This design comes from an exercise in tuning for small area on the open sky130 flow, not from production work.
In this exercise RTL edits were held to simulation tests only and were not proved equivalent to the original.

--- flow/run.sh ---
#!/bin/bash
# synth_recipe.tcl (not shown) runs the flow's synth.tcl, then flattens the netlist and writes it again
# the make line also repeats each setting of config.mk as NAME=value (left out here)
make -C /OpenROAD-flow-scripts/flow DESIGN_CONFIG=/design/flow/config.mk WORK_HOME=/design/flow/orfs CLKGATE_MAP_FILE= SYNTH_SCRIPT=/design/flow/synth_recipe.tcl finish
--- flow/config.mk ---
export PLATFORM = sky130hd
export DESIGN_NAME = PFIFORM
export DESIGN_NICKNAME = PFIFORM
export VERILOG_FILES = /design/flow/design.v
export SDC_FILE = /design/flow/constraint.sdc
export NUM_CORES = 4
export LEC_CHECK = 0
export CAP_MARGIN = 40
export CORE_MARGIN = 2
export CORE_UTILIZATION = 25
export PLACE_DENSITY = 0.35
export SLEW_MARGIN = 20
--- flow/constraint.sdc ---
create_clock -name core_clock -period 12.0 [get_ports {i_core_clk}]
set_input_delay 2.4000 -clock core_clock [delete_from_list [all_inputs] [get_ports {i_core_clk}]]
set_output_delay 2.4000 -clock core_clock [all_outputs]
set_load 0.01 [all_outputs]
--- flow/design.v ---
module PFIFORM 
(
  input  wire         i_rx_rstn,   
  input  wire         i_core_clk,  
  input  wire         JoinEnable,  
  output wire         JoinPermit,  
  input  wire         PopPermit,   
  input  wire  [4:0]  JoinAmount,   
  input  wire  [4:0]  PopAmount,    
  input  wire  [255:0] JoinData,    
  output wire  [255:0] PopData,     
  output wire          PopEnable    
);
wire           JoinEnableInner;
wire [1:0]     RegisterCounterBranchCode;
reg  [6:0]     RegisterCounter;       
reg  [767:0]   CacheRegisterFIFO;
assign         JoinEnableInner=((JoinEnable==1'b1)&&(JoinPermit==1'b1));
assign         JoinPermit=(JoinAmount+RegisterCounter)<7'd96;
assign         RegisterCounterBranchCode={PopEnable,JoinEnableInner};
assign         PopEnable=( (PopAmount<RegisterCounter) && (PopPermit==1'b1) );
wire [255:0]  JoinDataPro;
assign        JoinDataPro= JoinData <<( {(31-JoinAmount),3'b000} ) ;
wire [767:0] PopDataCache;
assign        PopData= PopDataCache[255:0] & ( ({256{1'b1}})>>( {(31-PopAmount),3'b000} ) );
always @(posedge i_core_clk or negedge i_rx_rstn)
begin
  if(i_rx_rstn==1'b0)
    CacheRegisterFIFO<=768'd0;
  else if(JoinEnableInner==1'b1)
	CacheRegisterFIFO<=( ( CacheRegisterFIFO>>( {(JoinAmount+1),3'b000} ) ) | ({JoinDataPro,512'd0}) );
end
always @(posedge i_core_clk or negedge i_rx_rstn)
begin
  if(i_rx_rstn==1'b0)
    RegisterCounter<=7'd0;
  else
    begin
      case(RegisterCounterBranchCode)
        2'b00: RegisterCounter<=RegisterCounter;
        2'b01: RegisterCounter<=RegisterCounter+JoinAmount+1'b1;
        2'b10: RegisterCounter<=RegisterCounter-PopAmount-1'b1;
        2'b11: RegisterCounter<=RegisterCounter+JoinAmount-PopAmount;
        default: RegisterCounter<=RegisterCounter;
      endcase
    end
end
assign PopDataCache=CacheRegisterFIFO>>( {(7'd96-RegisterCounter),3'b000} ); 
endmodule
==> results of run 1 <==
[state kept, by name (all words and copies together) (netlist names)]
signal             flops
CacheRegisterFIFO    768
RegisterCounter        7
[worst min-delay path, stage by stage (launching register included)]
cell and delay (ns):
dfrtp_1 0.34, nand2_1 0.05, o21ai_0 0.06
[cells by family (layout without fill, tap and decap cells)]
group / Yosys count / in the layout / share of synthesized area [%]
buffers and inverters: 1579 / 1493 / 5.49
adder cells (fa/ha/maj): 26 / 26 / 0.274
XOR/XNOR: 18 / 18 / 0.124
flip-flops: 775 / 775 / 15.3
AND/OR/NAND/NOR: 6935 / 6935 / 21.4
other: 0 / 71 / 0
multiplexers: 3406 / 3406 / 41.9
AO/OA/AOI/OAI: 3183 / 3183 / 15.6
[layout make-up]
| type | instances | area share (%) |
|---|---|---|
| Multi-Input combinational cell | 13568 | 69.6 |
| Tap cell | 6706 | 5.76 |
| Clock buffer | 181 | 2.47 |
| Inverter | 22 | 0.0807 |
| Clock inverter | 26 | 0.241 |
| Timing Repair Buffer | 1264 | 8.43 |
| Sequential cell | 775 | 13.3 |
| Antenna cell | 71 | 0.122 |
[per-layer routing]
| layer | share of wire, % | track usage (%) | up-vias |
|---|---|---|---|
| met5 | 0.063 | 0 | - |
| met4 | 5.3 | 16.4 | 90 |
| met3 | 10 | 10.7 | 1427 |
| li1 | - | - | 58116 |
| met2 | 40 | 51.3 | 8356 |
| met1 | 44 | 52.0 | 72929 |
[worst max-delay path by stage]
stage / from / end / cells after the start
after floorplan: RegisterCounter[0] / PopData[78] / 18
after global routing: RegisterCounter[0] / PopData[239] / 11
after global placement: PopAmount[3] / PopData[242] / 8
after detailed placement: PopAmount[3] / PopData[242] / 9
final: RegisterCounter[0] / PopData[120] / 10
after CTS: RegisterCounter[0] / PopData[114] / 11
[metrics by stage]
step           instance area, um^2  utilization (%)
6_report                    146000             28.8
5_1_grt                     146000             28.8
4_1_cts                     145000             28.6
3_5_place_dp                141000             27.9
3_3_place_gp                139000             27.5
2_1_floorplan               127000                -
[cell usage in the layout (no fill, tap or decap), types with 53 or more instances in the layout]
cell type,instances
buf_12,69
o21ai_0,1286
clkbuf_16,124
a21oi_1,483
dfrtp_1,774
mux4_2,1485
and2_1,74
a211oi_1,170
mux2i_1,1463
diode_2,71
nor2_1,2219
buf_4,549
nor3_1,53
nand2_1,4147
and3_1,78
a31oi_1,109
o211ai_1,237
a211o_1,66
o22ai_1,102
nand3_1,215
mux2_2,443
o21a_1,105
clkdlybuf4s50_1,521
==> flow_summary_export.csv, run 1 <==
group,metric,value,unit
sta,grt_setup_unrepaired,"no",
sta,worst_pin_slew,1.27,ns
sta,fmaxAchievable,0.103,GHz
grt,grt_antenna_before_repair,213,
clock_tree,path_clk_slew,0.06,ns
drt,drt-total-wl,979000,um
critical_path,critPathKind,"register to primary output",
floorplan,initial_utilization,25.1,%
clock_tree,clkSinkCount,775,
floorplan,die_width,717,um
placement,io_buffers,527,
logic_synthesis,ys_seq_elements,775,
sta,period_share,80.8,%
grt,gr-total-overflow,0,
drt,vias_per_cell,6.23,
sta,finalHoldViolations,0,
grt,grt_pass1_wl,1290000,um
critical_path,r2r_setup_slack,6.55,ns
floorplan,rows,261,
logic_synthesis,synth_area_leaders,"mux4_2 26%, dfrtp_1 15%, nand2_1 12%",
hold_path,hold_start,"CacheRegisterFIFO[6]",
sta,holdWs,0.478,ns
logic_synthesis,syn_nets,16218,
hold_path,hold_end,"CacheRegisterFIFO[6]",
clock_tree,cts_htree_levels,3,
logic_synthesis,synth.distinct_cells,90,
grt,grt_usage,36.8,%
sta,finalSetupTns,0,ns
flow_run,cap_violations,0,
drt,wl_per_cell,43.3,um
sta,fin_crit,9.69,ns
logic_synthesis,synth_area,127000,um^2
floorplan,die_h,717,um
cells_and_area,regArea,19400,um^2
clock_tree,cts_buffers,122,
critical_path,cp_cell_sequence,"or4_1 -> buf_4 -> nand2_8 -> buf_12 -> mux2_2 -> mux2_2 -> a32o_1 -> o31ai_1 -> a21oi_1 -> clkdlybuf4s50_1",
critical_path,r2r_cells,19,
drt,drc_errors,0,
hold_path,hold_class,"register to register",
clock_tree,post_cts_buffers,0,
logic_synthesis,yosysSeqAreaShare,15.3,%
placement,place_congestion,1.11,
cells_and_area,layoutNonFillerInstCount,22613,
critical_path,start_kind,"register",
critical_path,critPathSlowestCell,"o31ai_1",
sta,fin_skew,0.129,ns
clock_tree,tritoncts,"yes",
sta,final.setup.worst_slack,2.31,ns
drt,routed-via-count,140918,
critical_path,critPathTopFamily,"buffers and inverters",
critical_path,cp.arrival,7.29,ns
cells_and_area,synthToLayoutAreaGrowth,14.6,%
sta,slew_headroom,15.6,%
logic_synthesis,synth.top_cells.by_count,"4154 x nand2_1, 2229 x nor2_1, 1485 x mux4_2, 1478 x mux2i_1, 1305 x o21ai_0",
drt,dr.pass1.iters,8,
critical_path,path_buf_inv,3,
grt,grt_pass1_vias,129694,
floorplan,ioPinCount,528,
grt,grt_max_degree,182,
critical_path,timing.critical_path.mode_cell,"mux2_2",
logic_synthesis,ys_warn_count,1,
placement,place_ws,2.76,ns
drt,first_iter_violations,21232,
critical_path,endpoint_kind,"primary output",
critical_path,max_stage_delay,0.79,ns
clock_tree,cts_root_buffer,"clkbuf_16",
critical_path,cp_max_fo,151,
logic_synthesis,synthCells,15922,
logic_synthesis,yosysMostFrequentCell,"nand2_1",
cells_and_area,final_nets,16049,
clock_tree,cts_resized,0,
cells_and_area,multi_input_area,101000,um^2
floorplan,dieArea,514000,um^2
clock_tree,insertion_delay,0.98,ns
clock_tree,hold_buffers,0,
hold_path,min_delay_path_depth,2,
logic_synthesis,avgSynthCellArea,7.98,um^2
floorplan,coreArea,506000,um^2
clock_tree,clockBufferDepth,4,
logic_synthesis,ys.flop_type,"dfrtp_1",
placement,place_hpwl,778000,um
critical_path,rr_startpoint,"RegisterCounter[3]",
placement,place_inst,22292,
cells_and_area,drive_gt1_share,19.3,%
cells_and_area,num-fill-cells,55166,
critical_path,regToRegEndpoint,"RegisterCounter[6]",
logic_synthesis,synthDominantCellAreaShare,26.3,%
logic_synthesis,async_flop_share,100,%
sta,finalMaxSlewViolations,0,
logic_synthesis,synth_top_area_cell,"mux4_2",
sta,finalSetupViolCount,0,
drt,postRouteAntennaNets,0,
status,status,"timing/DRC/antenna clean",
critical_path,crit_required,9.60,ns
logic_synthesis,synth-edff-count,0,
==> run 2, diff against run 1 <==
==> flow/design.v (replaced) <==
module PFIFORM
(
  input  wire          i_rx_rstn,
  input  wire          i_core_clk,
  input  wire          JoinEnable,
  output wire          JoinPermit,
  input  wire          PopPermit,
  input  wire  [4:0]   JoinAmount,
  input  wire  [4:0]   PopAmount,
  input  wire  [255:0] JoinData,
  output wire  [255:0] PopData,
  output wire          PopEnable
);
reg  [6:0]   Count;       
reg  [4:0]   WrLane;      
reg  [2:0]   WrBank;      
reg  [4:0]   RdLane;      
reg  [2:0]   RdBank;      
reg  [767:0] Mem;         
assign JoinPermit = (JoinAmount + Count) < 7'd96;
assign PopEnable  = (PopAmount < Count) && PopPermit;
wire JoinDo = JoinEnable && JoinPermit;
wire [2:0] WrBankNext = {WrBank[1:0], WrBank[2]};
wire [2:0] RdBankNext = {RdBank[1:0], RdBank[2]};
wire [5:0] WrEnd = {1'b0, WrLane} + {1'b0, JoinAmount};
wire [5:0] RdEnd = {1'b0, RdLane} + {1'b0, PopAmount};
wire [255:0] WrRot [0:5];
assign WrRot[0] = JoinData;
genvar gs;
generate
  for (gs = 0; gs < 5; gs = gs + 1) begin : g_wrot
    localparam integer SH = 8 << gs;
    assign WrRot[gs+1] = WrLane[gs] ? {WrRot[gs][255-SH:0], WrRot[gs][255:256-SH]} : WrRot[gs];
  end
endgenerate
genvar gm, gb;
generate
  for (gm = 0; gm < 32; gm = gm + 1) begin : g_wlane
    wire geS = gm >= WrLane;
    wire leE = gm <= WrEnd[4:0];
    wire lwr = JoinDo && (WrEnd[5] ? (geS || leE) : (geS && leE));
    wire [2:0] bank = geS ? WrBank : WrBankNext;
    for (gb = 0; gb < 3; gb = gb + 1) begin : g_wbank
      always @(posedge i_core_clk)
        if (lwr && bank[gb])
          Mem[(32*gb+gm)*8 +: 8] <= WrRot[5][gm*8 +: 8];
    end
  end
endgenerate
wire [255:0] RdSel;
generate
  for (gm = 0; gm < 32; gm = gm + 1) begin : g_rlane
    wire geS = gm >= RdLane;
    wire leE = gm <= RdEnd[4:0];
    wire lrd = RdEnd[5] ? (geS || leE) : (geS && leE);
    wire [2:0] bank = geS ? RdBank : RdBankNext;
    assign RdSel[gm*8 +: 8] =
        ({8{lrd && bank[0]}} & Mem[(gm   )*8 +: 8]) |
        ({8{lrd && bank[1]}} & Mem[(gm+32)*8 +: 8]) |
        ({8{lrd && bank[2]}} & Mem[(gm+64)*8 +: 8]);
  end
endgenerate
wire [255:0] RdRot [0:5];
assign RdRot[0] = RdSel;
generate
  for (gs = 0; gs < 5; gs = gs + 1) begin : g_rrot
    localparam integer SH = 8 << gs;
    assign RdRot[gs+1] = RdLane[gs] ? {RdRot[gs][SH-1:0], RdRot[gs][255:SH]} : RdRot[gs];
  end
endgenerate
assign PopData = RdRot[5];
wire [5:0] WrSum = WrEnd + 6'd1;
wire [5:0] RdSum = RdEnd + 6'd1;
always @(posedge i_core_clk or negedge i_rx_rstn)
begin
  if (i_rx_rstn == 1'b0) begin
    Count  <= 7'd0;
    WrLane <= 5'd0;
    WrBank <= 3'b001;
    RdLane <= 5'd0;
    RdBank <= 3'b001;
  end else begin
    case ({PopEnable, JoinDo})
      2'b01: Count <= Count + JoinAmount + 7'd1;
      2'b10: Count <= Count - PopAmount - 7'd1;
      2'b11: Count <= Count + JoinAmount - PopAmount;
      default: Count <= Count;
    endcase
    if (JoinDo) begin
      WrLane <= WrSum[4:0];
      if (WrSum[5]) WrBank <= WrBankNext;
    end
    if (PopEnable) begin
      RdLane <= RdSum[4:0];
      if (RdSum[5]) RdBank <= RdBankNext;
    end
  end
end
endmodule
==> flow/config.mk (replaced) <==
export PLATFORM = sky130hd
export DESIGN_NAME = PFIFORM
export DESIGN_NICKNAME = PFIFORM
export VERILOG_FILES = /design/flow/design.v
export SDC_FILE = /design/flow/constraint.sdc
export NUM_CORES = 4
export LEC_CHECK = 0
export ABC_AREA = 1
export CAP_MARGIN = 20
export CORE_MARGIN = 2
export CORE_UTILIZATION = 40
export PLACE_DENSITY = 0.5
export SLEW_MARGIN = 20
==> flow_summary_export.csv, run 2 <==
group,metric,value,unit
clock_tree,cts_htree_levels,3,
clock_tree,clkSinkCount,791,
floorplan,die_h,404,um
drt,vias_per_cell,6.79,
cells_and_area,final_common_cell,"nand3_1",
grt,gr-total-overflow,0,
critical_path,critPathKind,"input port to primary output",
critical_path,path_buf_inv,3,
logic_synthesis,muxShareOfSynthArea,8.04,%
logic_synthesis,synthDominantCellAreaShare,36.1,%
cells_and_area,largest_register_ff_count,768,
drt,drc_errors,0,
flow_run,cap_violations,0,
grt,grt_pass1_vias,65519,
clock_tree,cts_root_buffer,"clkbuf_16",
logic_synthesis,ys_seq_elements,791,
logic_synthesis,synthAdderAreaFrac,0.991,%
cells_and_area,multi_input_area,36500,um^2
drt,dr.pass1.iters,12,
drt,postRouteAntennaNets,0,
logic_synthesis,yosysMostFrequentCell,"nand3_1",
cells_and_area,regArea,23700,um^2
clock_tree,tritoncts,"yes",
placement,place_ws,0.562,ns
floorplan,ioPinCount,528,
sta,fin_crit,12.01,ns
sta,finalHoldViolations,0,
placement,place_congestion,1.17,
cells_and_area,layoutNonFillerInstCount,11000,
hold_path,hold_class,"register to register",
logic_synthesis,synth-xor-area-share,0.206,%
cells_and_area,utilization,46.3,%
floorplan,die_width,404,um
status,violatedChecks,"negative setup slack",
logic_synthesis,synth_area,63900,um^2
drt,routed-via-count,74736,
cells_and_area,top_register,"Mem",
cells_and_area,design_area,73400,um^2
status,status,"finished with violations",
logic_synthesis,avgSynthCellArea,7.31,um^2
clock_tree,insertion_delay,0.72,ns
logic_synthesis,synth.top_cells.by_count,"2901 x nand3_1, 1948 x nand2_1, 768 x edfxtp_1, 588 x o21ai_0, 513 x mux2i_1",
floorplan,dieArea,163000,um^2
logic_synthesis,synth_top_area_cell,"edfxtp_1",
sta,finalSetupViolCount,1,
sta,worst_pin_slew,1.37,ns
cells_and_area,drive_gt1_share,4.34,%
drt,first_iter_violations,15071,
critical_path,endpoint_kind,"primary output",
critical_path,critPathSlowestCell,"nand3_1",
clock_tree,path_clk_slew,0.06,ns
sta,finalMaxSlewViolations,0,
sta,fin_skew,0.0510,ns
critical_path,cp.arrival,9.61,ns
cells_and_area,final_cell_mix,"2901 x nand3_1, 1948 x nand2_1, 768 x edfxtp_1",
logic_synthesis,synth_compound_area_share,7.08,%
grt,grt_pass1_wl,544000,um
clock_tree,hold_buffers,0,
logic_synthesis,async_flop_share,2.91,%
clock_tree,cts_resized,0,
logic_synthesis,synth_top_family_by_area,"simple AND/OR/NAND/NOR gates",
cells_and_area,reg_top3,"Mem (768), Count (7)",
logic_synthesis,synthCells,8744,
critical_path,cp_cell_sequence,"clkdlybuf4s50_1 -> ha_1 -> nand2_1 -> nor2_1 -> nand2_2 -> nand3_2 -> inv_2 -> nand3_1 -> nand4_1 -> nand3_1 -> nand2_1 -> nand3_1 -> nand3_1 -> nand3_1 -> nand3_1 -> nand2_1 -> clkdlybuf4s50_1",
logic_synthesis,synth-edff-count,768,
logic_synthesis,synth_simple_gate_area_share,40.6,%
floorplan,coreArea,159000,um^2
grt,grt_antenna_before_repair,18,
cells_and_area,synthToLayoutAreaGrowth,14.8,%
clock_tree,cts_buffers,85,
drt,drt-total-wl,410000,um
floorplan,initial_utilization,40.3,%
clock_tree,clockBufferDepth,3,
critical_path,crit_required,9.60,ns
logic_synthesis,ys.flop_type,"edfxtp_1",
floorplan,rows,146,
placement,place_hpwl,332000,um
logic_synthesis,synth.distinct_cells,49,
critical_path,start_kind,"input port",
sta,fmaxAchievable,0.0833,GHz
critical_path,critPathTopFamily,"simple AND/OR/NAND/NOR gates",
placement,place_inst,10830,
cells_and_area,final_nets,9159,
critical_path,cp_max_fo,25,
sta,final.setup.worst_slack,-0.00800,ns
critical_path,max_stage_delay,1.06,ns
cells_and_area,num-fill-cells,16077,
placement,io_buffers,527,
critical_path,timing.critical_path.mode_cell,"nand3_1",
logic_synthesis,syn_nets,9056,
grt,grt_max_degree,179,
grt,grt_usage,48.6,%
sta,grt_setup_unrepaired,"no",
placement,dpl-instance-area,70600,um^2
sta,period_share,100,%
logic_synthesis,ys_warn_count,1,
logic_synthesis,synth_area_leaders,"edfxtp_1 36%, nand3_1 23%, nand2_1 11%",
sta,slew_headroom,7.93,%
drt,wl_per_cell,37.3,um
clock_tree,post_cts_buffers,0,
logic_synthesis,yosysSeqAreaShare,37.0,%
sta,holdWs,0.590,ns
## run 2: changes by cell type in the layout (fill, tap and decap cells not counted), moves of 712 or more
cell      delta
nand2_1   -2199
o21ai_0    -712
nor2_1    -2046
nand3_1   +2686
edfxtp_1   +768
mux4_2    -1485
mux2i_1    -951
dfrtp_1    -763
## run 2: cell families after synthesis
| family | Yosys count |
|---|---|
| DFF | 791 |
| AOI/OAI and AO/OA | 825 |
| and+or+nand+nor | 5570 |
| xor gates and xnor gates | 15 |
| buffers and inverters | 981 |
| adders and majority gates | 49 |
| muxes | 513 |
## run 2: final timing paths
path	from	to	slack [ns]	cells after the start
worst max-delay path	PopAmount[3]	PopData[180]	-0.008	17
worst min-delay path	Count[0]	Count[0]	0.59	2
worst max register to register	WrLane[0]	Mem[392]	6.62	8
worst min register to register	Count[0]	Count[0]	0.59	2
max in group asynchronous	i_rx_rstn	RdLane[2]	9.59	2
min in group asynchronous	i_rx_rstn	WrLane[2]	2.07	2
## run 2: layout make-up
cell class	count	share of cell area [%]
timing repair buffer	706	9.12
multi-input combinational	6972	49.7
clock buffer	100	2.98
clock inverter	50	0.776
antenna	18	0.0614
inverter	291	1.57
sequential	791	32.3
tap	2072	3.53
## run 2: routing by layer
metal  GRT usage (%)  wire length, um
met5               0               91
met2            66.8           161000
met4            37.0            38900
met1            61.1           150000
met3            18.4            60100
## run 2: through the flow
step                      setup TNS [ns]
after detailed placement               0
after CTS                              0
after global placement                 0
after floorplan                        0
final                           -0.00800
after global routing                   0
## run 2: worst min-delay path, stage by stage, from the launching register on
cell,delay (ns)
dfrtp_1,0.37
nand3_1,0.08
o211ai_1,0.09
==> run 3, diff against run 2 <==
==> flow/flow/run.sh (new file) <==
#!/bin/bash
# Own layout flow: the standard flow, with two changes:
#  - synthesis maps logic with ABC's area mapper (amap) and only inverting
#    AND-OR cells (flow/my_synth.tcl, flow/area.abc, flow/abc_dont_use.txt);
#    registers come out as in the standard synthesis;
#  - ports are buffered with buf_1 and CTS inserts no dummy loads.
set -euo pipefail
F=$PWD/flow
export MY_ABC_SCRIPT=$F/area.abc
export MY_ABC_EXTRA="$(cat $F/abc_dont_use.txt)"
export BUFFER_PORTS_ARGS="-buffer_cell sky130_fd_sc_hd__buf_1"
export CTS_ARGS="-sink_clustering_enable -repair_clock_nets -dont_use_dummy_load"
bash standard.sh SYNTH_SCRIPT=$F/my_synth.tcl finish > flow_make.log 2>&1
==> flow/flow/abc_dont_use.txt (new file) <==
 -dont_use sky130_fd_sc_hd__o22a_1 -dont_use sky130_fd_sc_hd__o22a_2 -dont_use sky130_fd_sc_hd__o22a_4 -dont_use sky130_fd_sc_hd__a22o_1 -dont_use sky130_fd_sc_hd__a22o_2 -dont_use sky130_fd_sc_hd__a22o_4 -dont_use sky130_fd_sc_hd__mux2_1 -dont_use sky130_fd_sc_hd__mux2_2 -dont_use sky130_fd_sc_hd__mux2_4 -dont_use sky130_fd_sc_hd__o221a_1 -dont_use sky130_fd_sc_hd__o221a_2 -dont_use sky130_fd_sc_hd__o221a_4 -dont_use sky130_fd_sc_hd__a221o_1 -dont_use sky130_fd_sc_hd__a221o_2 -dont_use sky130_fd_sc_hd__a221o_4 -dont_use sky130_fd_sc_hd__o2bb2a_1 -dont_use sky130_fd_sc_hd__o2bb2a_2 -dont_use sky130_fd_sc_hd__o2bb2a_4 -dont_use sky130_fd_sc_hd__a2bb2o_1 -dont_use sky130_fd_sc_hd__a2bb2o_2 -dont_use sky130_fd_sc_hd__a2bb2o_4 -dont_use sky130_fd_sc_hd__o21a_1 -dont_use sky130_fd_sc_hd__o21a_2 -dont_use sky130_fd_sc_hd__o21a_4 -dont_use sky130_fd_sc_hd__a21o_1 -dont_use sky130_fd_sc_hd__a21o_2 -dont_use sky130_fd_sc_hd__a21o_4
==> flow/flow/area.abc (new file) <==
strash
dch
amap
strash
dch
amap
topo
==> flow/flow/my_synth.tcl (new file) <==
# synth_recipe.tcl with the ABC mapping script replaced by $::env(MY_ABC_SCRIPT)
proc synth {args} { yosys synth -nofsm -noshare {*}$args }
set f [open $::env(SCRIPTS_DIR)/synth.tcl]
set txt [read $f]
close $f
set old {log_cmd abc {*}$abc_args}
if {[string first $old $txt] < 0} { error "abc call not found in synth.tcl" }
set txt [string map [list $old {log_cmd abc -script $::env(MY_ABC_SCRIPT) {*}[lrange $abc_args 2 end] {*}$::env(MY_ABC_EXTRA)}] $txt]
eval $txt
# left out here: clear keep_hierarchy, flatten, clean up, hide names made inside functions, write 1_2_yosys.v
==> flow/standard.sh (new file) <==
#!/bin/bash
# synth_recipe.tcl (not shown) runs the flow's synth.tcl, then flattens the netlist and writes it again
# the make line also repeats each setting of config.mk as NAME=value (left out here)
make -C /OpenROAD-flow-scripts/flow DESIGN_CONFIG=/design/flow/config.mk WORK_HOME=/design/flow/orfs CLKGATE_MAP_FILE= SYNTH_SCRIPT=/design/flow/synth_recipe.tcl "${@:-finish}"
--- a/flow/config.mk
+++ b/flow/config.mk
@@ -8,6 +8,6 @@
 export ABC_AREA = 1
 export CAP_MARGIN = 20
 export CORE_MARGIN = 2
-export CORE_UTILIZATION = 40
-export PLACE_DENSITY = 0.5
+export CORE_UTILIZATION = 55
+export PLACE_DENSITY = 0.65
 export SLEW_MARGIN = 20
removed: flow/run.sh
==> flow_summary_export.csv, run 3 <==
group,metric,value,unit
critical_path,start_kind,"input port",
floorplan,dieArea,90600,um^2
grt,grt_max_degree,224,
grt,grt_usage,47.8,%
logic_synthesis,yosysSeqAreaShare,48.7,%
clock_tree,clkSinkCount,791,
hold_path,hold_class,"register to register",
logic_synthesis,synthCells,4783,
logic_synthesis,synth_compound_area_share,44.4,%
placement,place_inst,6698,
critical_path,crit_required,9.60,ns
grt,grt_pass1_wl,311000,um
drt,dr.pass1.iters,10,
critical_path,critPathKind,"input port to primary output",
drt,first_iter_violations,10463,
sta,finalHoldViolations,0,
cells_and_area,utilization,64.4,%
logic_synthesis,synth.top_cells.by_count,"2598 x o22ai_1, 768 x edfxtp_1, 487 x clkinv_1, 256 x a222oi_1, 153 x nor2_1",
logic_synthesis,synthDominantCellAreaShare,47.6,%
sta,final.setup.worst_slack,1.27,ns
clock_tree,cts_root_buffer,"clkbuf_16",
status,status,"timing/DRC/antenna clean",
cells_and_area,design_area,56100,um^2
logic_synthesis,yosysMostFrequentCell,"o22ai_1",
logic_synthesis,synth_top_family_by_area,"compound AO/OA/AOI/OAI gates",
cells_and_area,reg_top3,"Mem (768), Count (7)",
logic_synthesis,avgSynthCellArea,10.1,um^2
logic_synthesis,syn_nets,5095,
sta,holdWs,0.614,ns
logic_synthesis,ys_warn_count,1,
grt,grt_antenna_before_repair,15,
clock_tree,cts_htree_levels,3,
sta,finalMaxSlewViolations,0,
floorplan,initial_utilization,55.7,%
logic_synthesis,async_flop_share,2.91,%
drt,postRouteAntennaNets,0,
sta,fmaxAchievable,0.0932,GHz
placement,place_ws,1.53,ns
clock_tree,path_clk_slew,0.06,ns
sta,fin_skew,0.0839,ns
placement,io_buffers,527,
drt,drc_errors,0,
placement,place_congestion,1.07,
sta,period_share,89.4,%
drt,vias_per_cell,8.00,
cells_and_area,final_common_cell,"o22ai_1",
placement,place_hpwl,177000,um
drt,drt-total-wl,227000,um
critical_path,endpoint_kind,"primary output",
floorplan,ioPinCount,528,
grt,grt_pass1_vias,45073,
logic_synthesis,synth_top_area_cell,"edfxtp_1",
logic_synthesis,synth.distinct_cells,36,
cells_and_area,final_nets,5943,
grt,gr-total-overflow,0,
critical_path,cp_max_fo,8,
sta,grt_setup_unrepaired,"no",
clock_tree,hold_buffers,0,
clock_tree,post_cts_buffers,0,
drt,routed-via-count,54347,
logic_synthesis,synth_simple_gate_area_share,1.97,%
critical_path,cp.arrival,8.33,ns
logic_synthesis,ys_seq_elements,791,
clock_tree,tritoncts,"yes",
clock_tree,cts_resized,0,
clock_tree,cts_buffers,81,
logic_synthesis,synth-xor-area-share,0,%
placement,dpl-instance-area,54000,um^2
logic_synthesis,synth_area,48500,um^2
logic_synthesis,muxShareOfSynthArea,0,%
floorplan,die_width,301,um
sta,fin_crit,10.73,ns
flow_run,cap_violations,0,
logic_synthesis,synth_area_leaders,"edfxtp_1 48%, o22ai_1 34%, a222oi_1 5.3%",
cells_and_area,drive_gt1_share,6.61,%
sta,finalSetupViolCount,0,
sta,slew_headroom,9.26,%
sta,worst_pin_slew,1.36,ns
cells_and_area,largest_register_ff_count,768,
logic_synthesis,ys.flop_type,"edfxtp_1",
floorplan,coreArea,87000,um^2
cells_and_area,synthToLayoutAreaGrowth,15.6,%
cells_and_area,layoutNonFillerInstCount,6792,
clock_tree,clockBufferDepth,3,
cells_and_area,top_register,"Mem",
logic_synthesis,synthAdderAreaFrac,1.16,%
clock_tree,insertion_delay,0.66,ns
cells_and_area,final_cell_mix,"2595 x o22ai_1, 768 x edfxtp_1, 527 x buf_1",
drt,wl_per_cell,33.5,um
logic_synthesis,synth-edff-count,768,
floorplan,rows,108,
floorplan,die_h,301,um
[run 3: cell type report]
class | instances | area (um^2)
Fill cell | 7297 | 31000
Sequential cell | 791 | 23700
Multi-Input combinational cell | 3505 | 23200
Timing Repair Buffer | 765 | 3790
Clock buffer | 81 | 2030
Inverter | 487 | 1890
Tap cell | 1155 | 1450
Antenna cell | 8 | 20.0
[run 3: kinds of logic (layout without fill, tap and decap cells)]
kind of cell	count (synthesis)	count (layout)
simple gates	240	240
compound gates	3223	3223
flops	791	791
fa+ha+maj	42	42
buf+inv	487	1333
other cells	0	8
[run 3: per-stage QoR]
stage	setup TNS (ns)
after CTS	0
after floorplan	-458.23
after global placement	0
after detailed placement	0
final	0
after global routing	0
[run 3: routing by layer]
metal | track usage, % | up-vias | share of wire, %
met5 | 0 | - | 0.060
met4 | 23.8 | 8 | 6.4
met3 | 23.1 | 730 | 19
met2 | 66.6 | 4535 | 40
met1 | 61.8 | 25278 | 35
li1 | - | 23796 | -
[run 3: final timing paths]
path                              startpoint      endpoint  slack, ns  depth (start not counted)
worst max-delay path            PopAmount[0]  PopData[136]       1.27                         21
worst max register to register     WrLane[3]      Mem[221]       6.14                         13
worst min-delay path                Count[0]      Count[0]       0.61                          2
worst min register to register      Count[0]      Count[0]       0.61                          2
max in group asynchronous          i_rx_rstn     WrBank[0]       9.86                          2
min in group asynchronous          i_rx_rstn      Count[0]       1.79                          2
[run 3: critical path, stage by stage]
cell	delay, ns
buf_1	0.10
ha_1	0.23
fa_1	0.38
o21ai_0	0.76
clkinv_1	0.47
nor2_1	0.31
clkinv_1	0.12
nor2_1	0.15
nand2_1	0.10
o22ai_1	0.18
o21ai_0	0.19
o221ai_1	0.12
clkinv_1	0.67
a222oi_1	0.70
buf_4	0.27
o22ai_1	0.14
o22ai_1	0.27
o22ai_1	0.14
o22ai_1	0.25
o22ai_1	0.16
buf_1	0.20

separate check: timing with driven ports:
Ports are ideal in the flow. The routed layouts listed here were re-timed in OpenROAD. Step 1: set_driving_cell puts a clkbuf_16 on i_core_clk and a buf_2 on each other input, an assumption about the parent block. Step 2 also shifts input and output timing later by t, the mid clock arrival at the registers, as if the neighbouring blocks saw the same clock. a / b / c = ideal ports / drivers / drivers and shift; a / b = the first two.
| run | t (ns) | setup WS [ns] | worst hold slack (ns) |
|---|---|---|---|
| run 1 | 1.030 | 2.308 / 2.189 / 2.447 | 0.478 / 0.478 / 0.478 |
| run 2 | 0.784 | -0.008 / -0.030 / -0.030 | 0.590 / 0.590 / 0.590 |
| run 3 | 0.695 | 1.267 / 1.247 / 1.247 | 0.614 / 0.614 / 0.614 |
For run 2, which loses most, drivers alone change the setup slack by -0.022 ns; drivers and shift together by -0.022 ns.
